Context: an optimization exercise on an open-source flow, tuned for small area, a short achievable clock period and few clock cycles. The choices shown serve that exercise and are no tape-out recipe.
No functional check of the RTL was part of this run.

[design/flow/config.mk]
export PLATFORM = sky130hd
export DESIGN_NAME = CONVCOR
export DESIGN_NICKNAME = CONVCOR
export VERILOG_FILES = /design/flow/design.v
export SDC_FILE = /design/flow/constraint.sdc
export NUM_CORES = 4
export LEC_CHECK = 0
export CAP_MARGIN = 20
export CORE_MARGIN = 2
export CORE_UTILIZATION = 40
export SLEW_MARGIN = 20
export SYNTH_HIERARCHICAL = 1
[design/flow/constraint.sdc]
create_clock -name core_clock -period 12.0 [get_ports {clk}]
set_input_delay 2.4000 -clock core_clock [delete_from_list [all_inputs] [get_ports {clk}]]
set_output_delay 2.4000 -clock core_clock [all_outputs]
set_load 0.01 [all_outputs]
[design/flow/design.v]
module CONVCOR(
        clk,
        rst_n,
        in_valid,
        in_a,
        in_b,
        in_mode,
        out_valid,
        out
);
input              clk;
input              rst_n;
input              in_valid;
input      [15:0]  in_a;
input      [15:0]  in_b;
input              in_mode;
output reg         out_valid;
output reg [35:0]  out;
reg [15:0] xa, ra1, ra2, xb, rb1, rb2;
reg [3:0]  st;      
reg        mode;
wire        cur_mode = (st == 4'd0) ? in_mode : mode;
wire [15:0] in_bx    = {in_b[15:8], in_b[7:0] ^ {8{~cur_mode}}};
reg [3:0] st_n;
always @(*) begin
    if (!rst_n)
        st_n = 4'd0;
    else if (st == 4'd0)
        st_n = in_valid ? 4'd1 : 4'd0;
    else if ((mode && st == 4'd3) || st == 4'd9)
        st_n = 4'd0;
    else
        st_n = st + 4'd1;
end
wire s0 = (st == 4'd0), s1 = (st == 4'd1), s2 = (st == 4'd2), s3 = (st == 4'd3);
wire s4 = (st == 4'd4), s5 = (st == 4'd5), s6 = (st == 4'd6), s7 = (st == 4'd7);
wire s8 = (st == 4'd8);
wire xa_pins = s0 | (mode & (s1 | s2));
wire xa_ra2  = ~mode & (s2 | s4 | s5 | s6 | s7);
wire xb_pins = s0 | s1 | (mode & s2);
wire xb_rb2  = ~mode & (s2 | s3 | s4 | s7 | s8);
wire xb_rb1  = ~mode & s5;
always @(posedge clk) begin
    st <= st_n;
    if (s0 & in_valid) mode <= in_mode;
    if (xa_pins)     xa <= in_a;
    else if (xa_ra2) xa <= ra2;
    if (~s3) ra1 <= xa;
    if (~s3) ra2 <= (s1 | s2) ? in_a : ra1;
    if (xb_pins)     xb <= in_bx;
    else if (xb_rb2) xb <= rb2;
    else if (xb_rb1) xb <= rb1;
    if (s2) rb1 <= in_bx;
    if (~(s5 | s6)) rb2 <= xb;
end
reg acc_n, ov_n;
always @(*) begin
    acc_n = 1'b0; ov_n = 1'b0;
    if (s0)
        ov_n = in_valid & ~in_mode;
    else if (mode) begin
        acc_n = s1 | s2;
        ov_n  = s2;
    end else begin
        acc_n = s2 | s4 | s5 | s7;
        ov_n  = s2 | s5 | s7 | s8;
    end
end
reg        acc, ov, m0;      
always @(posedge clk) begin
    acc <= acc_n;
    ov  <= ov_n & rst_n;
    m0  <= ~cur_mode;
end
wire [7:0] ar = xa[15:8];
wire [7:0] ai = xa[7:0];
wire [7:0] br = xb[15:8];
wire [7:0] bx = xb[7:0];    
wire [7:0] by = ~bx;        
wire [7:0] cr = ai & {8{m0}};     
wire [7:0] ci = ar & {8{~m0}};    
wire [17:0] acc_r = out[35:18] & {18{acc}};
wire [17:0] acc_i = out[17:0]  & {18{acc}};
wire tr_1 = ~(~(ar[0] & br[5]) ^ ~(ar[1] & br[4]));
wire tr_2 = ~(ar[0] & br[5]) | ~(ar[1] & br[4]);
wire tr_3, tr_4;
CONVCOR_fa u_tr_3 (.a(~(ar[0] & br[6])), .b(~(ar[1] & br[5])), .c(~(ar[2] & br[4])), .s(tr_3), .co(tr_4));
wire tr_5, tr_6;
CONVCOR_fa u_tr_5 (.a(~(ar[3] & br[3])), .b(~(ar[4] & br[2])), .c(~(ar[5] & br[1])), .s(tr_5), .co(tr_6));
wire tr_7, tr_8;
CONVCOR_fa u_tr_7 (.a((ar[0] & br[7])), .b(~(ar[1] & br[6])), .c(~(ar[2] & br[5])), .s(tr_7), .co(tr_8));
wire tr_9, tr_10;
CONVCOR_fa u_tr_9 (.a(~(ar[3] & br[4])), .b(~(ar[4] & br[3])), .c(~(ar[5] & br[2])), .s(tr_9), .co(tr_10));
wire tr_11, tr_12;
CONVCOR_fa u_tr_11 (.a(~(ar[6] & br[1])), .b((ar[7] & br[0])), .c((ai[0] & bx[7])), .s(tr_11), .co(tr_12));
wire tr_13, tr_14;
CONVCOR_fa u_tr_13 (.a(~(ai[1] & bx[6])), .b(~(ai[2] & bx[5])), .c(~(ai[3] & bx[4])), .s(tr_13), .co(tr_14));
wire tr_15, tr_16;
CONVCOR_fa u_tr_15 (.a((ar[1] & br[7])), .b(~(ar[2] & br[6])), .c(~(ar[3] & br[5])), .s(tr_15), .co(tr_16));
wire tr_17, tr_18;
CONVCOR_fa u_tr_17 (.a(~(ar[4] & br[4])), .b(~(ar[5] & br[3])), .c(~(ar[6] & br[2])), .s(tr_17), .co(tr_18));
wire tr_19, tr_20;
CONVCOR_fa u_tr_19 (.a((ar[7] & br[1])), .b((ai[1] & bx[7])), .c(~(ai[2] & bx[6])), .s(tr_19), .co(tr_20));
wire tr_21 = ~(~(ai[3] & bx[5]) ^ ~(ai[4] & bx[4]));
wire tr_22 = ~(ai[3] & bx[5]) | ~(ai[4] & bx[4]);
wire tr_23, tr_24;
CONVCOR_fa u_tr_23 (.a((ar[2] & br[7])), .b(~(ar[3] & br[6])), .c(~(ar[4] & br[5])), .s(tr_23), .co(tr_24));
wire tr_25, tr_26;
CONVCOR_fa u_tr_25 (.a(~(ar[5] & br[4])), .b(~(ar[6] & br[3])), .c((ar[7] & br[2])), .s(tr_25), .co(tr_26));
wire tr_27 = ~(~(ar[0] & br[3]) ^ ~(ar[1] & br[2]));
wire tr_28 = ~(ar[0] & br[3]) | ~(ar[1] & br[2]);
wire tr_29, tr_30;
CONVCOR_fa u_tr_29 (.a(~(ar[0] & br[4])), .b(~(ar[1] & br[3])), .c(~(ar[2] & br[2])), .s(tr_29), .co(tr_30));
wire tr_31, tr_32;
CONVCOR_fa u_tr_31 (.a(~(ar[3] & br[1])), .b(~(ar[4] & br[0])), .c(~(ai[0] & bx[4])), .s(tr_31), .co(tr_32));
wire tr_33, tr_34;
CONVCOR_fa u_tr_33 (.a(~(ar[2] & br[3])), .b(~(ar[3] & br[2])), .c(~(ar[4] & br[1])), .s(tr_33), .co(tr_34));
wire tr_35, tr_36;
CONVCOR_fa u_tr_35 (.a(~(ar[5] & br[0])), .b(~(ai[0] & bx[5])), .c(~(ai[1] & bx[4])), .s(tr_35), .co(tr_36));
wire tr_37, tr_38;
CONVCOR_fa u_tr_37 (.a(~(ai[2] & bx[3])), .b(~(ai[3] & bx[2])), .c(~(ai[4] & bx[1])), .s(tr_37), .co(tr_38));
wire tr_39, tr_40;
CONVCOR_fa u_tr_39 (.a(~(ar[6] & br[0])), .b(~(ai[0] & bx[6])), .c(~(ai[1] & bx[5])), .s(tr_39), .co(tr_40));
wire tr_41, tr_42;
CONVCOR_fa u_tr_41 (.a(~(ai[2] & bx[4])), .b(~(ai[3] & bx[3])), .c(~(ai[4] & bx[2])), .s(tr_41), .co(tr_42));
wire tr_43, tr_44;
CONVCOR_fa u_tr_43 (.a(~(ai[5] & bx[1])), .b(~(ai[6] & bx[0])), .c(~cr[6]), .s(tr_43), .co(tr_44));
wire tr_45 = ~(~acc_r[6] ^ tr_3);
wire tr_46 = ~acc_r[6] | tr_3;
wire tr_47, tr_48;
CONVCOR_fa u_tr_47 (.a(~(ai[4] & bx[3])), .b(~(ai[5] & bx[2])), .c(~(ai[6] & bx[1])), .s(tr_47), .co(tr_48));
wire tr_49, tr_50;
CONVCOR_fa u_tr_49 (.a((ai[7] & bx[0])), .b(cr[7]), .c(~acc_r[7]), .s(tr_49), .co(tr_50));
wire tr_51, tr_52;
CONVCOR_ha u_tr_51 (.a(tr_7), .b(tr_9), .s(tr_51), .co(tr_52));
wire tr_53, tr_54;
CONVCOR_fa u_tr_53 (.a(tr_11), .b(tr_13), .c(tr_4), .s(tr_53), .co(tr_54));
wire tr_55, tr_56;
CONVCOR_fa u_tr_55 (.a(~(ai[5] & bx[3])), .b(~(ai[6] & bx[2])), .c((ai[7] & bx[1])), .s(tr_55), .co(tr_56));
wire tr_57, tr_58;
CONVCOR_ha u_tr_57 (.a(~acc_r[8]), .b(tr_15), .s(tr_57), .co(tr_58));
wire tr_59, tr_60;
CONVCOR_fa u_tr_59 (.a(tr_17), .b(tr_19), .c(tr_21), .s(tr_59), .co(tr_60));
wire tr_61, tr_62;
CONVCOR_fa u_tr_61 (.a(tr_8), .b(tr_10), .c(tr_12), .s(tr_61), .co(tr_62));
wire tr_63, tr_64;
CONVCOR_fa u_tr_63 (.a((ai[2] & bx[7])), .b(~(ai[3] & bx[6])), .c(~(ai[4] & bx[5])), .s(tr_63), .co(tr_64));
wire tr_65, tr_66;
CONVCOR_fa u_tr_65 (.a(~(ai[5] & bx[4])), .b(~(ai[6] & bx[3])), .c((ai[7] & bx[2])), .s(tr_65), .co(tr_66));
wire tr_67, tr_68;
CONVCOR_fa u_tr_67 (.a(~acc_r[9]), .b(tr_23), .c(tr_25), .s(tr_67), .co(tr_68));
wire tr_69, tr_70;
CONVCOR_fa u_tr_69 (.a(tr_16), .b(tr_18), .c(tr_20), .s(tr_69), .co(tr_70));
wire tr_71, tr_72;
CONVCOR_fa u_tr_71 (.a((ar[3] & br[7])), .b(~(ar[4] & br[6])), .c(~(ar[5] & br[5])), .s(tr_71), .co(tr_72));
wire tr_73, tr_74;
CONVCOR_fa u_tr_73 (.a(~(ar[6] & br[4])), .b((ar[7] & br[3])), .c((ai[3] & bx[7])), .s(tr_73), .co(tr_74));
wire tr_75, tr_76;
CONVCOR_fa u_tr_75 (.a(~(ai[4] & bx[6])), .b(~(ai[5] & bx[5])), .c(~(ai[6] & bx[4])), .s(tr_75), .co(tr_76));
wire tr_77, tr_78;
CONVCOR_fa u_tr_77 (.a((ai[7] & bx[3])), .b(~acc_r[10]), .c(tr_24), .s(tr_77), .co(tr_78));
wire tr_79, tr_80;
CONVCOR_fa u_tr_79 (.a((ar[4] & br[7])), .b(~(ar[5] & br[6])), .c(~(ar[6] & br[5])), .s(tr_79), .co(tr_80));
wire tr_81, tr_82;
CONVCOR_fa u_tr_81 (.a((ar[7] & br[4])), .b((ai[4] & bx[7])), .c(~(ai[5] & bx[6])), .s(tr_81), .co(tr_82));
wire tr_83, tr_84;
CONVCOR_fa u_tr_83 (.a(~(ar[0] & br[2])), .b(~(ar[1] & br[1])), .c(~(ar[2] & br[0])), .s(tr_83), .co(tr_84));
wire tr_85, tr_86;
CONVCOR_fa u_tr_85 (.a(~(ar[2] & br[1])), .b(~(ar[3] & br[0])), .c(~(ai[0] & bx[3])), .s(tr_85), .co(tr_86));
wire tr_87, tr_88;
CONVCOR_fa u_tr_87 (.a(~(ai[1] & bx[2])), .b(~(ai[2] & bx[1])), .c(~(ai[3] & bx[0])), .s(tr_87), .co(tr_88));
wire tr_89, tr_90;
CONVCOR_fa u_tr_89 (.a(~(ai[1] & bx[3])), .b(~(ai[2] & bx[2])), .c(~(ai[3] & bx[1])), .s(tr_89), .co(tr_90));
wire tr_91, tr_92;
CONVCOR_fa u_tr_91 (.a(~(ai[4] & bx[0])), .b(~cr[4]), .c(~acc_r[4]), .s(tr_91), .co(tr_92));
wire tr_93 = ~(tr_29 ^ tr_31);
wire tr_94 = tr_29 | tr_31;
wire tr_95, tr_96;
CONVCOR_fa u_tr_95 (.a(~(ai[5] & bx[0])), .b(~cr[5]), .c(~acc_r[5]), .s(tr_95), .co(tr_96));
wire tr_97, tr_98;
CONVCOR_fa u_tr_97 (.a(tr_1), .b(tr_33), .c(tr_35), .s(tr_97), .co(tr_98));
wire tr_99, tr_100;
CONVCOR_fa u_tr_99 (.a(tr_37), .b(tr_30), .c(tr_32), .s(tr_99), .co(tr_100));
wire tr_101, tr_102;
CONVCOR_fa u_tr_101 (.a(tr_5), .b(tr_2), .c(tr_39), .s(tr_101), .co(tr_102));
wire tr_103, tr_104;
CONVCOR_fa u_tr_103 (.a(tr_41), .b(tr_43), .c(tr_34), .s(tr_103), .co(tr_104));
wire tr_105, tr_106;
CONVCOR_fa u_tr_105 (.a(tr_36), .b(tr_38), .c(tr_45), .s(tr_105), .co(tr_106));
wire tr_107, tr_108;
CONVCOR_fa u_tr_107 (.a(tr_6), .b(tr_47), .c(tr_49), .s(tr_107), .co(tr_108));
wire tr_109, tr_110;
CONVCOR_fa u_tr_109 (.a(tr_40), .b(tr_42), .c(tr_44), .s(tr_109), .co(tr_110));
wire tr_111, tr_112;
CONVCOR_fa u_tr_111 (.a(tr_51), .b(tr_53), .c(tr_46), .s(tr_111), .co(tr_112));
wire tr_113, tr_114;
CONVCOR_fa u_tr_113 (.a(tr_14), .b(tr_55), .c(tr_48), .s(tr_113), .co(tr_114));
wire tr_115, tr_116;
CONVCOR_fa u_tr_115 (.a(tr_50), .b(tr_57), .c(tr_59), .s(tr_115), .co(tr_116));
wire tr_117, tr_118;
CONVCOR_fa u_tr_117 (.a(tr_61), .b(tr_52), .c(tr_54), .s(tr_117), .co(tr_118));
wire tr_119, tr_120;
CONVCOR_fa u_tr_119 (.a(tr_22), .b(tr_63), .c(tr_65), .s(tr_119), .co(tr_120));
wire tr_121, tr_122;
CONVCOR_fa u_tr_121 (.a(tr_56), .b(tr_67), .c(tr_69), .s(tr_121), .co(tr_122));
wire tr_123, tr_124;
CONVCOR_fa u_tr_123 (.a(tr_58), .b(tr_60), .c(tr_62), .s(tr_123), .co(tr_124));
wire tr_125, tr_126;
CONVCOR_fa u_tr_125 (.a(tr_26), .b(tr_71), .c(tr_73), .s(tr_125), .co(tr_126));
wire tr_127, tr_128;
CONVCOR_fa u_tr_127 (.a(tr_75), .b(tr_64), .c(tr_66), .s(tr_127), .co(tr_128));
wire tr_129, tr_130;
CONVCOR_fa u_tr_129 (.a(tr_77), .b(tr_68), .c(tr_70), .s(tr_129), .co(tr_130));
wire tr_131, tr_132;
CONVCOR_fa u_tr_131 (.a(~(ai[6] & bx[5])), .b((ai[7] & bx[4])), .c(~acc_r[11]), .s(tr_131), .co(tr_132));
wire tr_133, tr_134;
CONVCOR_fa u_tr_133 (.a(tr_79), .b(tr_81), .c(tr_72), .s(tr_133), .co(tr_134));
wire tr_135, tr_136;
CONVCOR_fa u_tr_135 (.a(tr_74), .b(tr_76), .c(tr_78), .s(tr_135), .co(tr_136));
wire tr_137, tr_138;
CONVCOR_fa u_tr_137 (.a((ar[5] & br[7])), .b(~(ar[6] & br[6])), .c((ar[7] & br[5])), .s(tr_137), .co(tr_138));
wire tr_139, tr_140;
CONVCOR_fa u_tr_139 (.a((ai[5] & bx[7])), .b(~(ai[6] & bx[6])), .c((ai[7] & bx[5])), .s(tr_139), .co(tr_140));
wire tr_141, tr_142;
CONVCOR_fa u_tr_141 (.a(~acc_r[12]), .b(tr_80), .c(tr_82), .s(tr_141), .co(tr_142));
wire tr_143, tr_144;
CONVCOR_fa u_tr_143 (.a((ar[6] & br[7])), .b((ar[7] & br[6])), .c((ai[6] & bx[7])), .s(tr_143), .co(tr_144));
wire tr_145, tr_146;
CONVCOR_fa u_tr_145 (.a(~(ar[0] & br[1])), .b(~(ar[1] & br[0])), .c(~(ai[0] & bx[1])), .s(tr_145), .co(tr_146));
wire tr_147, tr_148;
CONVCOR_fa u_tr_147 (.a(~(ai[0] & bx[2])), .b(~(ai[1] & bx[1])), .c(~(ai[2] & bx[0])), .s(tr_147), .co(tr_148));
wire tr_149 = ~(~cr[2] ^ ~acc_r[2]);
wire tr_150 = ~cr[2] | ~acc_r[2];
wire tr_151, tr_152;
CONVCOR_fa u_tr_151 (.a(~cr[3]), .b(~acc_r[3]), .c(tr_27), .s(tr_151), .co(tr_152));
wire tr_153, tr_154;
CONVCOR_fa u_tr_153 (.a(tr_85), .b(tr_87), .c(tr_84), .s(tr_153), .co(tr_154));
wire tr_155, tr_156;
CONVCOR_fa u_tr_155 (.a(tr_28), .b(tr_89), .c(tr_91), .s(tr_155), .co(tr_156));
wire tr_157, tr_158;
CONVCOR_fa u_tr_157 (.a(tr_86), .b(tr_88), .c(tr_93), .s(tr_157), .co(tr_158));
wire tr_159, tr_160;
CONVCOR_fa u_tr_159 (.a(tr_95), .b(tr_90), .c(tr_92), .s(tr_159), .co(tr_160));
wire tr_161, tr_162;
CONVCOR_fa u_tr_161 (.a(tr_97), .b(tr_99), .c(tr_94), .s(tr_161), .co(tr_162));
wire tr_163, tr_164;
CONVCOR_fa u_tr_163 (.a(tr_96), .b(tr_101), .c(tr_103), .s(tr_163), .co(tr_164));
wire tr_165, tr_166;
CONVCOR_fa u_tr_165 (.a(tr_98), .b(tr_100), .c(tr_105), .s(tr_165), .co(tr_166));
wire tr_167, tr_168;
CONVCOR_fa u_tr_167 (.a(tr_107), .b(tr_109), .c(tr_102), .s(tr_167), .co(tr_168));
wire tr_169, tr_170;
CONVCOR_fa u_tr_169 (.a(tr_104), .b(tr_111), .c(tr_106), .s(tr_169), .co(tr_170));
wire tr_171, tr_172;
CONVCOR_fa u_tr_171 (.a(tr_113), .b(tr_108), .c(tr_110), .s(tr_171), .co(tr_172));
wire tr_173, tr_174;
CONVCOR_fa u_tr_173 (.a(tr_115), .b(tr_117), .c(tr_112), .s(tr_173), .co(tr_174));
wire tr_175, tr_176;
CONVCOR_fa u_tr_175 (.a(tr_119), .b(tr_114), .c(tr_121), .s(tr_175), .co(tr_176));
wire tr_177, tr_178;
CONVCOR_fa u_tr_177 (.a(tr_123), .b(tr_116), .c(tr_118), .s(tr_177), .co(tr_178));
wire tr_179, tr_180;
CONVCOR_fa u_tr_179 (.a(tr_125), .b(tr_127), .c(tr_120), .s(tr_179), .co(tr_180));
wire tr_181, tr_182;
CONVCOR_fa u_tr_181 (.a(tr_129), .b(tr_122), .c(tr_124), .s(tr_181), .co(tr_182));
wire tr_183, tr_184;
CONVCOR_fa u_tr_183 (.a(tr_131), .b(tr_133), .c(tr_126), .s(tr_183), .co(tr_184));
wire tr_185, tr_186;
CONVCOR_fa u_tr_185 (.a(tr_128), .b(tr_135), .c(tr_130), .s(tr_185), .co(tr_186));
wire tr_187, tr_188;
CONVCOR_fa u_tr_187 (.a(tr_137), .b(tr_139), .c(tr_132), .s(tr_187), .co(tr_188));
wire tr_189, tr_190;
CONVCOR_fa u_tr_189 (.a(tr_141), .b(tr_134), .c(tr_136), .s(tr_189), .co(tr_190));
wire tr_191, tr_192;
CONVCOR_fa u_tr_191 (.a((ai[7] & bx[6])), .b(~acc_r[13]), .c(tr_143), .s(tr_191), .co(tr_192));
wire tr_193, tr_194;
CONVCOR_fa u_tr_193 (.a(tr_138), .b(tr_140), .c(tr_142), .s(tr_193), .co(tr_194));
wire tr_195, tr_196;
CONVCOR_fa u_tr_195 (.a(~(ar[7] & br[7])), .b(~(ai[7] & bx[7])), .c(~acc_r[14]), .s(tr_195), .co(tr_196));
wire tr_197 = ~(~(ar[0] & br[0]) ^ ~(ai[0] & bx[0]));
wire tr_198 = ~(ar[0] & br[0]) | ~(ai[0] & bx[0]);
wire tr_199, tr_200;
CONVCOR_fa u_tr_199 (.a(~(ai[1] & bx[0])), .b(~cr[1]), .c(~acc_r[1]), .s(tr_199), .co(tr_200));
wire tr_201, tr_202;
CONVCOR_fa u_tr_201 (.a(tr_83), .b(tr_147), .c(tr_149), .s(tr_201), .co(tr_202));
wire tr_203, tr_204;
CONVCOR_fa u_tr_203 (.a(tr_148), .b(tr_150), .c(tr_151), .s(tr_203), .co(tr_204));
wire tr_205, tr_206;
CONVCOR_fa u_tr_205 (.a(tr_155), .b(tr_152), .c(tr_154), .s(tr_205), .co(tr_206));
wire tr_207, tr_208;
CONVCOR_fa u_tr_207 (.a(tr_159), .b(tr_156), .c(tr_161), .s(tr_207), .co(tr_208));
wire tr_209, tr_210;
CONVCOR_fa u_tr_209 (.a(tr_160), .b(tr_163), .c(tr_162), .s(tr_209), .co(tr_210));
wire tr_211, tr_212;
CONVCOR_fa u_tr_211 (.a(tr_167), .b(tr_164), .c(tr_169), .s(tr_211), .co(tr_212));
wire tr_213, tr_214;
CONVCOR_fa u_tr_213 (.a(tr_171), .b(tr_168), .c(tr_173), .s(tr_213), .co(tr_214));
wire tr_215, tr_216;
CONVCOR_fa u_tr_215 (.a(tr_172), .b(tr_175), .c(tr_177), .s(tr_215), .co(tr_216));
wire tr_217, tr_218;
CONVCOR_fa u_tr_217 (.a(tr_179), .b(tr_181), .c(tr_176), .s(tr_217), .co(tr_218));
wire tr_219, tr_220;
CONVCOR_fa u_tr_219 (.a(tr_183), .b(tr_180), .c(tr_185), .s(tr_219), .co(tr_220));
wire tr_221, tr_222;
CONVCOR_fa u_tr_221 (.a(tr_187), .b(tr_184), .c(tr_189), .s(tr_221), .co(tr_222));
wire tr_223, tr_224;
CONVCOR_fa u_tr_223 (.a(tr_191), .b(tr_188), .c(tr_193), .s(tr_223), .co(tr_224));
wire tr_225, tr_226;
CONVCOR_fa u_tr_225 (.a(tr_144), .b(tr_195), .c(tr_192), .s(tr_225), .co(tr_226));
wire tr_227 = ~(~cr[0] ^ ~acc_r[0]);
wire tr_228 = ~cr[0] | ~acc_r[0];
wire tr_229, tr_230;
CONVCOR_fa u_tr_229 (.a(tr_145), .b(tr_199), .c(tr_198), .s(tr_229), .co(tr_230));
wire tr_231, tr_232;
CONVCOR_fa u_tr_231 (.a(tr_146), .b(tr_200), .c(tr_201), .s(tr_231), .co(tr_232));
wire tr_233, tr_234;
CONVCOR_fa u_tr_233 (.a(tr_153), .b(tr_202), .c(tr_203), .s(tr_233), .co(tr_234));
wire tr_235, tr_236;
CONVCOR_fa u_tr_235 (.a(tr_157), .b(tr_205), .c(tr_204), .s(tr_235), .co(tr_236));
wire tr_237, tr_238;
CONVCOR_fa u_tr_237 (.a(tr_158), .b(tr_206), .c(tr_207), .s(tr_237), .co(tr_238));
wire tr_239, tr_240;
CONVCOR_fa u_tr_239 (.a(tr_165), .b(tr_209), .c(tr_208), .s(tr_239), .co(tr_240));
wire tr_241, tr_242;
CONVCOR_fa u_tr_241 (.a(tr_166), .b(tr_210), .c(tr_211), .s(tr_241), .co(tr_242));
wire tr_243, tr_244;
CONVCOR_fa u_tr_243 (.a(tr_170), .b(tr_213), .c(tr_212), .s(tr_243), .co(tr_244));
wire tr_245, tr_246;
CONVCOR_fa u_tr_245 (.a(tr_174), .b(tr_215), .c(tr_214), .s(tr_245), .co(tr_246));
wire tr_247, tr_248;
CONVCOR_fa u_tr_247 (.a(tr_178), .b(tr_217), .c(tr_216), .s(tr_247), .co(tr_248));
wire tr_249, tr_250;
CONVCOR_fa u_tr_249 (.a(tr_182), .b(tr_219), .c(tr_218), .s(tr_249), .co(tr_250));
wire tr_251, tr_252;
CONVCOR_fa u_tr_251 (.a(tr_186), .b(tr_221), .c(tr_220), .s(tr_251), .co(tr_252));
wire tr_253, tr_254;
CONVCOR_fa u_tr_253 (.a(tr_190), .b(tr_223), .c(tr_222), .s(tr_253), .co(tr_254));
wire tr_255, tr_256;
CONVCOR_fa u_tr_255 (.a(tr_194), .b(tr_225), .c(tr_224), .s(tr_255), .co(tr_256));
wire tr_257, tr_258;
CONVCOR_fa u_tr_257 (.a(~acc_r[15]), .b(tr_196), .c(tr_226), .s(tr_257), .co(tr_258));
wire tr_259 = ~(~acc_r[16]);
wire tr_260 = ~acc_r[16];
wire tr_261 = ~(~acc_r[17]);
wire tr_262 = ~acc_r[17];
wire [17:0] nr_x = {tr_261, tr_259, tr_257, tr_255, tr_253, tr_251, tr_249, tr_247, tr_245, tr_243, tr_241, tr_239, tr_237, tr_235, tr_233, tr_231, tr_229, tr_197};
wire [17:0] nr_y = {tr_260, tr_258, tr_256, tr_254, tr_252, tr_250, tr_248, tr_246, tr_244, tr_242, tr_240, tr_238, tr_236, tr_234, tr_232, tr_230, tr_228, tr_227};
wire [17:0] nr = ~(nr_x + nr_y + 18'd1);    
wire ti_1 = ~(~(ai[0] & br[5]) ^ ~(ai[1] & br[4]));
wire ti_2 = ~(ai[0] & br[5]) | ~(ai[1] & br[4]);
wire ti_3, ti_4;
CONVCOR_fa u_ti_3 (.a(~(ai[0] & br[6])), .b(~(ai[1] & br[5])), .c(~(ai[2] & br[4])), .s(ti_3), .co(ti_4));
wire ti_5, ti_6;
CONVCOR_fa u_ti_5 (.a(~(ai[3] & br[3])), .b(~(ai[4] & br[2])), .c(~(ai[5] & br[1])), .s(ti_5), .co(ti_6));
wire ti_7, ti_8;
CONVCOR_fa u_ti_7 (.a((ai[0] & br[7])), .b(~(ai[1] & br[6])), .c(~(ai[2] & br[5])), .s(ti_7), .co(ti_8));
wire ti_9, ti_10;
CONVCOR_fa u_ti_9 (.a(~(ai[3] & br[4])), .b(~(ai[4] & br[3])), .c(~(ai[5] & br[2])), .s(ti_9), .co(ti_10));
wire ti_11, ti_12;
CONVCOR_fa u_ti_11 (.a(~(ai[6] & br[1])), .b((ai[7] & br[0])), .c((ar[0] & by[7])), .s(ti_11), .co(ti_12));
wire ti_13, ti_14;
CONVCOR_fa u_ti_13 (.a(~(ar[1] & by[6])), .b(~(ar[2] & by[5])), .c(~(ar[3] & by[4])), .s(ti_13), .co(ti_14));
wire ti_15, ti_16;
CONVCOR_fa u_ti_15 (.a((ai[1] & br[7])), .b(~(ai[2] & br[6])), .c(~(ai[3] & br[5])), .s(ti_15), .co(ti_16));
wire ti_17, ti_18;
CONVCOR_fa u_ti_17 (.a(~(ai[4] & br[4])), .b(~(ai[5] & br[3])), .c(~(ai[6] & br[2])), .s(ti_17), .co(ti_18));
wire ti_19, ti_20;
CONVCOR_fa u_ti_19 (.a((ai[7] & br[1])), .b((ar[1] & by[7])), .c(~(ar[2] & by[6])), .s(ti_19), .co(ti_20));
wire ti_21 = ~(~(ar[3] & by[5]) ^ ~(ar[4] & by[4]));
wire ti_22 = ~(ar[3] & by[5]) | ~(ar[4] & by[4]);
wire ti_23, ti_24;
CONVCOR_fa u_ti_23 (.a((ai[2] & br[7])), .b(~(ai[3] & br[6])), .c(~(ai[4] & br[5])), .s(ti_23), .co(ti_24));
wire ti_25, ti_26;
CONVCOR_fa u_ti_25 (.a(~(ai[5] & br[4])), .b(~(ai[6] & br[3])), .c((ai[7] & br[2])), .s(ti_25), .co(ti_26));
wire ti_27 = ~(~(ai[0] & br[3]) ^ ~(ai[1] & br[2]));
wire ti_28 = ~(ai[0] & br[3]) | ~(ai[1] & br[2]);
wire ti_29, ti_30;
CONVCOR_fa u_ti_29 (.a(~(ai[0] & br[4])), .b(~(ai[1] & br[3])), .c(~(ai[2] & br[2])), .s(ti_29), .co(ti_30));
wire ti_31, ti_32;
CONVCOR_fa u_ti_31 (.a(~(ai[3] & br[1])), .b(~(ai[4] & br[0])), .c(~(ar[0] & by[4])), .s(ti_31), .co(ti_32));
wire ti_33, ti_34;
CONVCOR_fa u_ti_33 (.a(~(ai[2] & br[3])), .b(~(ai[3] & br[2])), .c(~(ai[4] & br[1])), .s(ti_33), .co(ti_34));
wire ti_35, ti_36;
CONVCOR_fa u_ti_35 (.a(~(ai[5] & br[0])), .b(~(ar[0] & by[5])), .c(~(ar[1] & by[4])), .s(ti_35), .co(ti_36));
wire ti_37, ti_38;
CONVCOR_fa u_ti_37 (.a(~(ar[2] & by[3])), .b(~(ar[3] & by[2])), .c(~(ar[4] & by[1])), .s(ti_37), .co(ti_38));
wire ti_39, ti_40;
CONVCOR_fa u_ti_39 (.a(~(ai[6] & br[0])), .b(~(ar[0] & by[6])), .c(~(ar[1] & by[5])), .s(ti_39), .co(ti_40));
wire ti_41, ti_42;
CONVCOR_fa u_ti_41 (.a(~(ar[2] & by[4])), .b(~(ar[3] & by[3])), .c(~(ar[4] & by[2])), .s(ti_41), .co(ti_42));
wire ti_43, ti_44;
CONVCOR_fa u_ti_43 (.a(~(ar[5] & by[1])), .b(~(ar[6] & by[0])), .c(~ci[6]), .s(ti_43), .co(ti_44));
wire ti_45 = ~(~acc_i[6] ^ ti_3);
wire ti_46 = ~acc_i[6] | ti_3;
wire ti_47, ti_48;
CONVCOR_fa u_ti_47 (.a(~(ar[4] & by[3])), .b(~(ar[5] & by[2])), .c(~(ar[6] & by[1])), .s(ti_47), .co(ti_48));
wire ti_49, ti_50;
CONVCOR_fa u_ti_49 (.a((ar[7] & by[0])), .b(ci[7]), .c(~acc_i[7]), .s(ti_49), .co(ti_50));
wire ti_51, ti_52;
CONVCOR_ha u_ti_51 (.a(ti_7), .b(ti_9), .s(ti_51), .co(ti_52));
wire ti_53, ti_54;
CONVCOR_fa u_ti_53 (.a(ti_11), .b(ti_13), .c(ti_4), .s(ti_53), .co(ti_54));
wire ti_55, ti_56;
CONVCOR_fa u_ti_55 (.a(~(ar[5] & by[3])), .b(~(ar[6] & by[2])), .c((ar[7] & by[1])), .s(ti_55), .co(ti_56));
wire ti_57, ti_58;
CONVCOR_ha u_ti_57 (.a(~acc_i[8]), .b(ti_15), .s(ti_57), .co(ti_58));
wire ti_59, ti_60;
CONVCOR_fa u_ti_59 (.a(ti_17), .b(ti_19), .c(ti_21), .s(ti_59), .co(ti_60));
wire ti_61, ti_62;
CONVCOR_fa u_ti_61 (.a(ti_8), .b(ti_10), .c(ti_12), .s(ti_61), .co(ti_62));
wire ti_63, ti_64;
CONVCOR_fa u_ti_63 (.a((ar[2] & by[7])), .b(~(ar[3] & by[6])), .c(~(ar[4] & by[5])), .s(ti_63), .co(ti_64));
wire ti_65, ti_66;
CONVCOR_fa u_ti_65 (.a(~(ar[5] & by[4])), .b(~(ar[6] & by[3])), .c((ar[7] & by[2])), .s(ti_65), .co(ti_66));
wire ti_67, ti_68;
CONVCOR_fa u_ti_67 (.a(~acc_i[9]), .b(ti_23), .c(ti_25), .s(ti_67), .co(ti_68));
wire ti_69, ti_70;
CONVCOR_fa u_ti_69 (.a(ti_16), .b(ti_18), .c(ti_20), .s(ti_69), .co(ti_70));
wire ti_71, ti_72;
CONVCOR_fa u_ti_71 (.a((ai[3] & br[7])), .b(~(ai[4] & br[6])), .c(~(ai[5] & br[5])), .s(ti_71), .co(ti_72));
wire ti_73, ti_74;
CONVCOR_fa u_ti_73 (.a(~(ai[6] & br[4])), .b((ai[7] & br[3])), .c((ar[3] & by[7])), .s(ti_73), .co(ti_74));
wire ti_75, ti_76;
CONVCOR_fa u_ti_75 (.a(~(ar[4] & by[6])), .b(~(ar[5] & by[5])), .c(~(ar[6] & by[4])), .s(ti_75), .co(ti_76));
wire ti_77, ti_78;
CONVCOR_fa u_ti_77 (.a((ar[7] & by[3])), .b(~acc_i[10]), .c(ti_24), .s(ti_77), .co(ti_78));
wire ti_79, ti_80;
CONVCOR_fa u_ti_79 (.a((ai[4] & br[7])), .b(~(ai[5] & br[6])), .c(~(ai[6] & br[5])), .s(ti_79), .co(ti_80));
wire ti_81, ti_82;
CONVCOR_fa u_ti_81 (.a((ai[7] & br[4])), .b((ar[4] & by[7])), .c(~(ar[5] & by[6])), .s(ti_81), .co(ti_82));
wire ti_83, ti_84;
CONVCOR_fa u_ti_83 (.a(~(ai[0] & br[2])), .b(~(ai[1] & br[1])), .c(~(ai[2] & br[0])), .s(ti_83), .co(ti_84));
wire ti_85, ti_86;
CONVCOR_fa u_ti_85 (.a(~(ai[2] & br[1])), .b(~(ai[3] & br[0])), .c(~(ar[0] & by[3])), .s(ti_85), .co(ti_86));
wire ti_87, ti_88;
CONVCOR_fa u_ti_87 (.a(~(ar[1] & by[2])), .b(~(ar[2] & by[1])), .c(~(ar[3] & by[0])), .s(ti_87), .co(ti_88));
wire ti_89, ti_90;
CONVCOR_fa u_ti_89 (.a(~(ar[1] & by[3])), .b(~(ar[2] & by[2])), .c(~(ar[3] & by[1])), .s(ti_89), .co(ti_90));
wire ti_91, ti_92;
CONVCOR_fa u_ti_91 (.a(~(ar[4] & by[0])), .b(~ci[4]), .c(~acc_i[4]), .s(ti_91), .co(ti_92));
wire ti_93 = ~(ti_29 ^ ti_31);
wire ti_94 = ti_29 | ti_31;
wire ti_95, ti_96;
CONVCOR_fa u_ti_95 (.a(~(ar[5] & by[0])), .b(~ci[5]), .c(~acc_i[5]), .s(ti_95), .co(ti_96));
wire ti_97, ti_98;
CONVCOR_fa u_ti_97 (.a(ti_1), .b(ti_33), .c(ti_35), .s(ti_97), .co(ti_98));
wire ti_99, ti_100;
CONVCOR_fa u_ti_99 (.a(ti_37), .b(ti_30), .c(ti_32), .s(ti_99), .co(ti_100));
wire ti_101, ti_102;
CONVCOR_fa u_ti_101 (.a(ti_5), .b(ti_2), .c(ti_39), .s(ti_101), .co(ti_102));
wire ti_103, ti_104;
CONVCOR_fa u_ti_103 (.a(ti_41), .b(ti_43), .c(ti_34), .s(ti_103), .co(ti_104));
wire ti_105, ti_106;
CONVCOR_fa u_ti_105 (.a(ti_36), .b(ti_38), .c(ti_45), .s(ti_105), .co(ti_106));
wire ti_107, ti_108;
CONVCOR_fa u_ti_107 (.a(ti_6), .b(ti_47), .c(ti_49), .s(ti_107), .co(ti_108));
wire ti_109, ti_110;
CONVCOR_fa u_ti_109 (.a(ti_40), .b(ti_42), .c(ti_44), .s(ti_109), .co(ti_110));
wire ti_111, ti_112;
CONVCOR_fa u_ti_111 (.a(ti_51), .b(ti_53), .c(ti_46), .s(ti_111), .co(ti_112));
wire ti_113, ti_114;
CONVCOR_fa u_ti_113 (.a(ti_14), .b(ti_55), .c(ti_48), .s(ti_113), .co(ti_114));
wire ti_115, ti_116;
CONVCOR_fa u_ti_115 (.a(ti_50), .b(ti_57), .c(ti_59), .s(ti_115), .co(ti_116));
wire ti_117, ti_118;
CONVCOR_fa u_ti_117 (.a(ti_61), .b(ti_52), .c(ti_54), .s(ti_117), .co(ti_118));
wire ti_119, ti_120;
CONVCOR_fa u_ti_119 (.a(ti_22), .b(ti_63), .c(ti_65), .s(ti_119), .co(ti_120));
wire ti_121, ti_122;
CONVCOR_fa u_ti_121 (.a(ti_56), .b(ti_67), .c(ti_69), .s(ti_121), .co(ti_122));
wire ti_123, ti_124;
CONVCOR_fa u_ti_123 (.a(ti_58), .b(ti_60), .c(ti_62), .s(ti_123), .co(ti_124));
wire ti_125, ti_126;
CONVCOR_fa u_ti_125 (.a(ti_26), .b(ti_71), .c(ti_73), .s(ti_125), .co(ti_126));
wire ti_127, ti_128;
CONVCOR_fa u_ti_127 (.a(ti_75), .b(ti_64), .c(ti_66), .s(ti_127), .co(ti_128));
wire ti_129, ti_130;
CONVCOR_fa u_ti_129 (.a(ti_77), .b(ti_68), .c(ti_70), .s(ti_129), .co(ti_130));
wire ti_131, ti_132;
CONVCOR_fa u_ti_131 (.a(~(ar[6] & by[5])), .b((ar[7] & by[4])), .c(~acc_i[11]), .s(ti_131), .co(ti_132));
wire ti_133, ti_134;
CONVCOR_fa u_ti_133 (.a(ti_79), .b(ti_81), .c(ti_72), .s(ti_133), .co(ti_134));
wire ti_135, ti_136;
CONVCOR_fa u_ti_135 (.a(ti_74), .b(ti_76), .c(ti_78), .s(ti_135), .co(ti_136));
wire ti_137, ti_138;
CONVCOR_fa u_ti_137 (.a((ai[5] & br[7])), .b(~(ai[6] & br[6])), .c((ai[7] & br[5])), .s(ti_137), .co(ti_138));
wire ti_139, ti_140;
CONVCOR_fa u_ti_139 (.a((ar[5] & by[7])), .b(~(ar[6] & by[6])), .c((ar[7] & by[5])), .s(ti_139), .co(ti_140));
wire ti_141, ti_142;
CONVCOR_fa u_ti_141 (.a(~acc_i[12]), .b(ti_80), .c(ti_82), .s(ti_141), .co(ti_142));
wire ti_143, ti_144;
CONVCOR_fa u_ti_143 (.a((ai[6] & br[7])), .b((ai[7] & br[6])), .c((ar[6] & by[7])), .s(ti_143), .co(ti_144));
wire ti_145, ti_146;
CONVCOR_fa u_ti_145 (.a(~(ai[0] & br[1])), .b(~(ai[1] & br[0])), .c(~(ar[0] & by[1])), .s(ti_145), .co(ti_146));
wire ti_147, ti_148;
CONVCOR_fa u_ti_147 (.a(~(ar[0] & by[2])), .b(~(ar[1] & by[1])), .c(~(ar[2] & by[0])), .s(ti_147), .co(ti_148));
wire ti_149 = ~(~ci[2] ^ ~acc_i[2]);
wire ti_150 = ~ci[2] | ~acc_i[2];
wire ti_151, ti_152;
CONVCOR_fa u_ti_151 (.a(~ci[3]), .b(~acc_i[3]), .c(ti_27), .s(ti_151), .co(ti_152));
wire ti_153, ti_154;
CONVCOR_fa u_ti_153 (.a(ti_85), .b(ti_87), .c(ti_84), .s(ti_153), .co(ti_154));
wire ti_155, ti_156;
CONVCOR_fa u_ti_155 (.a(ti_28), .b(ti_89), .c(ti_91), .s(ti_155), .co(ti_156));
wire ti_157, ti_158;
CONVCOR_fa u_ti_157 (.a(ti_86), .b(ti_88), .c(ti_93), .s(ti_157), .co(ti_158));
wire ti_159, ti_160;
CONVCOR_fa u_ti_159 (.a(ti_95), .b(ti_90), .c(ti_92), .s(ti_159), .co(ti_160));
wire ti_161, ti_162;
CONVCOR_fa u_ti_161 (.a(ti_97), .b(ti_99), .c(ti_94), .s(ti_161), .co(ti_162));
wire ti_163, ti_164;
CONVCOR_fa u_ti_163 (.a(ti_96), .b(ti_101), .c(ti_103), .s(ti_163), .co(ti_164));
wire ti_165, ti_166;
CONVCOR_fa u_ti_165 (.a(ti_98), .b(ti_100), .c(ti_105), .s(ti_165), .co(ti_166));
wire ti_167, ti_168;
CONVCOR_fa u_ti_167 (.a(ti_107), .b(ti_109), .c(ti_102), .s(ti_167), .co(ti_168));
wire ti_169, ti_170;
CONVCOR_fa u_ti_169 (.a(ti_104), .b(ti_111), .c(ti_106), .s(ti_169), .co(ti_170));
wire ti_171, ti_172;
CONVCOR_fa u_ti_171 (.a(ti_113), .b(ti_108), .c(ti_110), .s(ti_171), .co(ti_172));
wire ti_173, ti_174;
CONVCOR_fa u_ti_173 (.a(ti_115), .b(ti_117), .c(ti_112), .s(ti_173), .co(ti_174));
wire ti_175, ti_176;
CONVCOR_fa u_ti_175 (.a(ti_119), .b(ti_114), .c(ti_121), .s(ti_175), .co(ti_176));
wire ti_177, ti_178;
CONVCOR_fa u_ti_177 (.a(ti_123), .b(ti_116), .c(ti_118), .s(ti_177), .co(ti_178));
wire ti_179, ti_180;
CONVCOR_fa u_ti_179 (.a(ti_125), .b(ti_127), .c(ti_120), .s(ti_179), .co(ti_180));
wire ti_181, ti_182;
CONVCOR_fa u_ti_181 (.a(ti_129), .b(ti_122), .c(ti_124), .s(ti_181), .co(ti_182));
wire ti_183, ti_184;
CONVCOR_fa u_ti_183 (.a(ti_131), .b(ti_133), .c(ti_126), .s(ti_183), .co(ti_184));
wire ti_185, ti_186;
CONVCOR_fa u_ti_185 (.a(ti_128), .b(ti_135), .c(ti_130), .s(ti_185), .co(ti_186));
wire ti_187, ti_188;
CONVCOR_fa u_ti_187 (.a(ti_137), .b(ti_139), .c(ti_132), .s(ti_187), .co(ti_188));
wire ti_189, ti_190;
CONVCOR_fa u_ti_189 (.a(ti_141), .b(ti_134), .c(ti_136), .s(ti_189), .co(ti_190));
wire ti_191, ti_192;
CONVCOR_fa u_ti_191 (.a((ar[7] & by[6])), .b(~acc_i[13]), .c(ti_143), .s(ti_191), .co(ti_192));
wire ti_193, ti_194;
CONVCOR_fa u_ti_193 (.a(ti_138), .b(ti_140), .c(ti_142), .s(ti_193), .co(ti_194));
wire ti_195, ti_196;
CONVCOR_fa u_ti_195 (.a(~(ai[7] & br[7])), .b(~(ar[7] & by[7])), .c(~acc_i[14]), .s(ti_195), .co(ti_196));
wire ti_197 = ~(~(ai[0] & br[0]) ^ ~(ar[0] & by[0]));
wire ti_198 = ~(ai[0] & br[0]) | ~(ar[0] & by[0]);
wire ti_199, ti_200;
CONVCOR_fa u_ti_199 (.a(~(ar[1] & by[0])), .b(~ci[1]), .c(~acc_i[1]), .s(ti_199), .co(ti_200));
wire ti_201, ti_202;
CONVCOR_fa u_ti_201 (.a(ti_83), .b(ti_147), .c(ti_149), .s(ti_201), .co(ti_202));
wire ti_203, ti_204;
CONVCOR_fa u_ti_203 (.a(ti_148), .b(ti_150), .c(ti_151), .s(ti_203), .co(ti_204));
wire ti_205, ti_206;
CONVCOR_fa u_ti_205 (.a(ti_155), .b(ti_152), .c(ti_154), .s(ti_205), .co(ti_206));
wire ti_207, ti_208;
CONVCOR_fa u_ti_207 (.a(ti_159), .b(ti_156), .c(ti_161), .s(ti_207), .co(ti_208));
wire ti_209, ti_210;
CONVCOR_fa u_ti_209 (.a(ti_160), .b(ti_163), .c(ti_162), .s(ti_209), .co(ti_210));
wire ti_211, ti_212;
CONVCOR_fa u_ti_211 (.a(ti_167), .b(ti_164), .c(ti_169), .s(ti_211), .co(ti_212));
wire ti_213, ti_214;
CONVCOR_fa u_ti_213 (.a(ti_171), .b(ti_168), .c(ti_173), .s(ti_213), .co(ti_214));
wire ti_215, ti_216;
CONVCOR_fa u_ti_215 (.a(ti_172), .b(ti_175), .c(ti_177), .s(ti_215), .co(ti_216));
wire ti_217, ti_218;
CONVCOR_fa u_ti_217 (.a(ti_179), .b(ti_181), .c(ti_176), .s(ti_217), .co(ti_218));
wire ti_219, ti_220;
CONVCOR_fa u_ti_219 (.a(ti_183), .b(ti_180), .c(ti_185), .s(ti_219), .co(ti_220));
wire ti_221, ti_222;
CONVCOR_fa u_ti_221 (.a(ti_187), .b(ti_184), .c(ti_189), .s(ti_221), .co(ti_222));
wire ti_223, ti_224;
CONVCOR_fa u_ti_223 (.a(ti_191), .b(ti_188), .c(ti_193), .s(ti_223), .co(ti_224));
wire ti_225, ti_226;
CONVCOR_fa u_ti_225 (.a(ti_144), .b(ti_195), .c(ti_192), .s(ti_225), .co(ti_226));
wire ti_227 = ~(~ci[0] ^ ~acc_i[0]);
wire ti_228 = ~ci[0] | ~acc_i[0];
wire ti_229, ti_230;
CONVCOR_fa u_ti_229 (.a(ti_145), .b(ti_199), .c(ti_198), .s(ti_229), .co(ti_230));
wire ti_231, ti_232;
CONVCOR_fa u_ti_231 (.a(ti_146), .b(ti_200), .c(ti_201), .s(ti_231), .co(ti_232));
wire ti_233, ti_234;
CONVCOR_fa u_ti_233 (.a(ti_153), .b(ti_202), .c(ti_203), .s(ti_233), .co(ti_234));
wire ti_235, ti_236;
CONVCOR_fa u_ti_235 (.a(ti_157), .b(ti_205), .c(ti_204), .s(ti_235), .co(ti_236));
wire ti_237, ti_238;
CONVCOR_fa u_ti_237 (.a(ti_158), .b(ti_206), .c(ti_207), .s(ti_237), .co(ti_238));
wire ti_239, ti_240;
CONVCOR_fa u_ti_239 (.a(ti_165), .b(ti_209), .c(ti_208), .s(ti_239), .co(ti_240));
wire ti_241, ti_242;
CONVCOR_fa u_ti_241 (.a(ti_166), .b(ti_210), .c(ti_211), .s(ti_241), .co(ti_242));
wire ti_243, ti_244;
CONVCOR_fa u_ti_243 (.a(ti_170), .b(ti_213), .c(ti_212), .s(ti_243), .co(ti_244));
wire ti_245, ti_246;
CONVCOR_fa u_ti_245 (.a(ti_174), .b(ti_215), .c(ti_214), .s(ti_245), .co(ti_246));
wire ti_247, ti_248;
CONVCOR_fa u_ti_247 (.a(ti_178), .b(ti_217), .c(ti_216), .s(ti_247), .co(ti_248));
wire ti_249, ti_250;
CONVCOR_fa u_ti_249 (.a(ti_182), .b(ti_219), .c(ti_218), .s(ti_249), .co(ti_250));
wire ti_251, ti_252;
CONVCOR_fa u_ti_251 (.a(ti_186), .b(ti_221), .c(ti_220), .s(ti_251), .co(ti_252));
wire ti_253, ti_254;
CONVCOR_fa u_ti_253 (.a(ti_190), .b(ti_223), .c(ti_222), .s(ti_253), .co(ti_254));
wire ti_255, ti_256;
CONVCOR_fa u_ti_255 (.a(ti_194), .b(ti_225), .c(ti_224), .s(ti_255), .co(ti_256));
wire ti_257, ti_258;
CONVCOR_fa u_ti_257 (.a(~acc_i[15]), .b(ti_196), .c(ti_226), .s(ti_257), .co(ti_258));
wire ti_259 = ~(~acc_i[16]);
wire ti_260 = ~acc_i[16];
wire ti_261 = ~(~acc_i[17]);
wire ti_262 = ~acc_i[17];
wire [17:0] ni_x = {ti_261, ti_259, ti_257, ti_255, ti_253, ti_251, ti_249, ti_247, ti_245, ti_243, ti_241, ti_239, ti_237, ti_235, ti_233, ti_231, ti_229, ti_197};
wire [17:0] ni_y = {ti_260, ti_258, ti_256, ti_254, ti_252, ti_250, ti_248, ti_246, ti_244, ti_242, ti_240, ti_238, ti_236, ti_234, ti_232, ti_230, ti_228, ti_227};
wire [17:0] ni = ~(ni_x + ni_y + 18'd1);    
always @(posedge clk) begin
    if (!rst_n)
        out_valid <= 1'b0;
    else
        out_valid <= ov;
    out <= {nr, ni};
end
endmodule
module CONVCOR_fa(a, b, c, s, co);
input  a, b, c;
output s, co;
assign s  = a ^ b ^ c;
assign co = (a & b) | (a & c) | (b & c);
endmodule
module CONVCOR_ha(a, b, s, co);
input  a, b;
output s, co;
assign s  = a ^ b;
assign co = a & b;
endmodule
[design/flow/flow/run.sh]
#!/bin/bash
# Standard ORFS layout, with repair_timing aiming for extra setup slack so the
# layout is sized for a shorter period than the 12 ns constraint, plain
# buffers on the ports, larger clock sink clusters and no dummy clock loads.
set -euo pipefail
bash standard.sh SETUP_SLACK_MARGIN=8.0 \
  "BUFFER_PORTS_ARGS=-buffer_cell sky130_fd_sc_hd__buf_1" \
  "CTS_ARGS=-sink_clustering_enable -repair_clock_nets -dont_use_dummy_load -sink_clustering_size 24 -sink_clustering_max_diameter 150" \
  finish > flow_standard.log 2>&1
[design/flow/standard.sh]
#!/bin/bash
# synth_recipe.tcl (not shown) runs the flow's synth.tcl, then flattens the netlist and writes it again
# the make line also repeats each setting of config.mk as NAME=value (left out here)
make -C /OpenROAD-flow-scripts/flow DESIGN_CONFIG=/design/flow/config.mk WORK_HOME=/design/flow/orfs CLKGATE_MAP_FILE= SYNTH_SCRIPT=/design/flow/synth_recipe.tcl "${@:-finish}"
==> notes.md <==
[layout make-up]
class                      instances  area (um2)
inverter                          44         165
clock buffer                      17         425
fill                            2929       16300
multi-input combinational        918        9940
timing repair buffer             215        1620
sequential                       141        3800
tap                              442         553
[cells by family after synthesis]
group                      after synthesis
and+or+nand+nor                        409
xor gates and xnor gates                40
adders and majority gates              298
muxes                                   50
DFF                                    141
buffers and inverters                  103
AOI/OAI and AO/OA                      121
[per-stage QoR]
| step | cell area, um2 | utilization, % | hold WS, ns | cells |
|---|---|---|---|---|
| floorplan | 13900 | - | 0.412 | 1162 |
| global placement | 14400 | 43.8 | 0.419 | 1627 |
| detailed placement | 14400 | 43.8 | 0.427 | 1627 |
| CTS | 15900 | 48.6 | 0.445 | 1750 |
| global route | 16500 | 50.3 | 0.482 | 1777 |
| finish | 16500 | 50.3 | 0.438 | 1777 |
[placed cells by master (no fill, tap or decap), types with 5 or more instances in the layout]
master and instances:
a21o_1 9, a21oi_1 17, a21oi_2 8, and2_1 62, and2_4 8, buf_1 72, buf_12 14, buf_4 109
buf_6 17, clkbuf_16 18, dfxtp_1 42, edfxtp_1 97, fa_1 209, fa_2 31, ha_1 39, ha_4 17
inv_1 44, mux2_2 32, mux2i_1 18, nand2_1 195, nand2_2 8, nand2b_1 53, nand3_1 6, nor2_1 17
nor2b_1 24, nor3_1 5, o21a_1 8, o21ai_0 21, o21ai_1 6, o21ai_2 6, xnor2_1 15, xor2_1 23
[synthesized netlist by cell type (8+ instances only)]
cell type / n / share of area, %
and2_1: 70 / 3.3
o21a_1: 8 / 0.45
a21o_1: 10 / 0.56
edfxtp_1: 97 / 22
ha_1: 58 / 5.4
clkbuf_1: 50 / 1.4
mux2i_1: 18 / 1.3
nor3_1: 8 / 0.30
a31oi_1: 8 / 0.37
dfxtp_1: 44 / 6.6
inv_1: 44 / 1.2
nand2b_1: 57 / 2.7
xnor2_1: 16 / 1.0
nand2_1: 207 / 5.8
nor2_1: 18 / 0.50
xor2_1: 24 / 1.6
mux2_2: 32 / 2.7
nor2b_1: 25 / 1.2
fa_1: 240 / 36
a21oi_1: 27 / 1.0
o21ai_0: 28 / 1.0
[repair_timing]
item                       CTS  global route
resized for setup           53            66
buffers inserted           106            26
pin swaps                   44            48
setup endpoints to repair   29            26
gates cloned                 0             1
[sequential cells by signal, indices dropped and copies added (netlist names)]
register   cells
m0             1
xb            16
st             4
rb2           16
out           36
xa            16
ov             1
ra1           16
acc            1
mode           1
ra2           16
out_valid      1
rb1           16
[Yosys stat by module (local to each module, per instance)]
module      copies in the design  cell area (um2)  cells
CONVCOR                        1             8570    920
CONVCOR_fa                   238             20.0      1
CONVCOR_ha                     4             12.5      1
[worst max-delay path by stage]
stage                         end  depth (start not counted)
after floorplan           out[35]                         16
after global placement    out[35]                         14
after detailed placement  out[35]                         14
after CTS                 out[35]                         14
after global routing      out[35]                         14
final                     out[35]                         14
[metal layers]
metal / vias up / part of all wire [%] / global-route usage (%)
met4: 0 / 2.5 / 6.59
met5: - / 0 / 0
met3: 61 / 6.2 / 4.09
li1: 4146 / - / -
met1: 4792 / 44 / 29.9
met2: 334 / 47 / 34.6
[worst register-to-register path: cells and delay by family (launching register included)]
kind / cells / cell delay, ns
XOR/XNOR: 1 / 0.15
adder cells (fa/ha/maj): 7 / 3.12
flip-flops: 1 / 0.55
AND/OR/NAND/NOR: 3 / 0.81
AO/OA/AOI/OAI: 3 / 0.61
==> results.sh <==
export IMPL_status="timing/DRC/antenna clean"
export IMPL_rsz0062_at_grt="true"
export IMPL_hold_depth=1
export IMPL_numClockSinks=141
export IMPL_synth_edf_count=97
export IMPL_gr_usage_all_layers_pct=21.6
export IMPL_max_freq_mhz=188
export IMPL_worstPathMaxFanout=5
export IMPL_vias=9333
export IMPL_cp_end_kind="flip-flop"
export IMPL_dieHeight_um=187
export IMPL_r2r_worst_path_cells=14
export IMPL_dpl_hpwl_mm=23.8
export IMPL_clk_pin_slew_ns=0.07
export IMPL_cp_common_cell="fa_2"
export IMPL_grt_overflow=0
export IMPL_post_route_period_util_pct=44.3
export IMPL_gp_congestion=0.845
export IMPL_cts_buffers=17
export IMPL_synthAdderAreaFrac_pct=41.3
export IMPL_yosysWarnings=7
export IMPL_slew_headroom_pct=30.9
export IMPL_clock_path_buffers=2
export IMPL_cp_startpoint="xa[15]"
export IMPL_core_um2=32800
export IMPL_worstPathArrival_ns=5.67
export IMPL_diodes=0
export IMPL_area_growth_pct=23.3
export IMPL_cp_num_buf_inv=0
export IMPL_die_x_um=187
export IMPL_drt_pass1_iter_count=5
export IMPL_wl_per_cell_um=21.0
export IMPL_syn_area_per_cell_um2=11.5
export IMPL_drt_initial_drc_count=712
export IMPL_grt_pass1_wl_mm=57.7
export IMPL_start_util_pct=40.8
export IMPL_maxSlewViolCount=0
export IMPL_htreeDepth=4
export IMPL_postCtsHoldBufs=0
export IMPL_drive_gt1_share_pct=24.2
export IMPL_cap_violations=0
export IMPL_syn_nets=1496
export IMPL_ios=73
export IMPL_ant_nets=0
export IMPL_finalWirelength_mm=37.2
export IMPL_fin_skew_ns=0.0302
export IMPL_r2r_slack_ns=6.68
export IMPL_criticalPathCategory="flip-flop to flip-flop"
export IMPL_synth_area_um2=13400
export IMPL_path_cells="and2_4, fa_2, fa_1, fa_2, fa_2, fa_2, fa_2, ha_4, a211oi_2, nor2_1, or4b_1, a31o_1, a31oi_2, xor2_1"
export IMPL_reg2reg_to="out[35]"
export IMPL_ys_ff_latch=141
export IMPL_synthXorXnorAreaFrac_pct=2.62
export IMPL_dieArea_um2=34900
export IMPL_synthFlopType="edfxtp_1"
export IMPL_ys_seq_area_share_pct=28.3
export IMPL_clock_latency_ns=0.43
export IMPL_min_period_ns=5.32
export IMPL_hold_violations=0
export IMPL_synth_mux_area_share_pct=4.04
export IMPL_synth_distinct_cells=58
export IMPL_pre_cts_slack_ns=6.34
export IMPL_worstHoldStart="ov"
export IMPL_critPathLaunchType="flip-flop"
export IMPL_io_buffer_count=72
export IMPL_syn_instance_count=1162
export IMPL_async_reset_ff_share_pct=0
export IMPL_synth_top_family_by_area="adder cells"
export IMPL_cp_required_ns=12.35
export IMPL_worstMarginPinSlew_ns=1.04
export IMPL_crit_family="adder cells"
export IMPL_setup_violations=0
export IMPL_cpMaxStageDelayCell="fa_2"
export IMPL_routed_via_density=5.25
export IMPL_critPathMaxStageDelay_ns=0.57
export IMPL_cts_tree="done"
export IMPL_drc_errors=0
export IMPL_grt_max_degree=34
export IMPL_grt_antenna_before_repair=0
export IMPL_min_to="out_valid"
export IMPL_rows=66
export IMPL_nNetsFinal=1671
export IMPL_synth_compound_area_share_pct=5.74
export IMPL_tns_ns=0
export IMPL_first_global_vias=10100
export IMPL_root_buffer="clkbuf_16"
export IMPL_fin_ws_ns=6.68
export IMPL_yosys_area_share_simple_pct=14.9
export IMPL_r2r_start="xa[15]"
export IMPL_hold_path_class="flip-flop to flip-flop"

-- afterwards: timing with drivers on the ports --
How much do the figures lean on ideal ports? The routed layout below was timed once more, with nothing changed but the port constraints. Step 1, drivers: a clkbuf_16 drives clk and a buf_2 each remaining input, both assumed. Step 2, shift: input delay + t, output delay - t, t = (earliest + latest rising clock arrival at the registers) / 2. This alone moves slack from input paths to output paths. a / b / c = ideal / step 1 / step 2; a / b = the first two.
t, ns: 0.467
slack for setup (ns): 6.681 / 6.681 / 6.681
worst register clock-pin slew, ns: 0.07 / 0.07
After both steps setup and hold are still met in this run. The setup slack of this run moves by 0.000 ns with the drivers and by 0.000 ns with both steps.
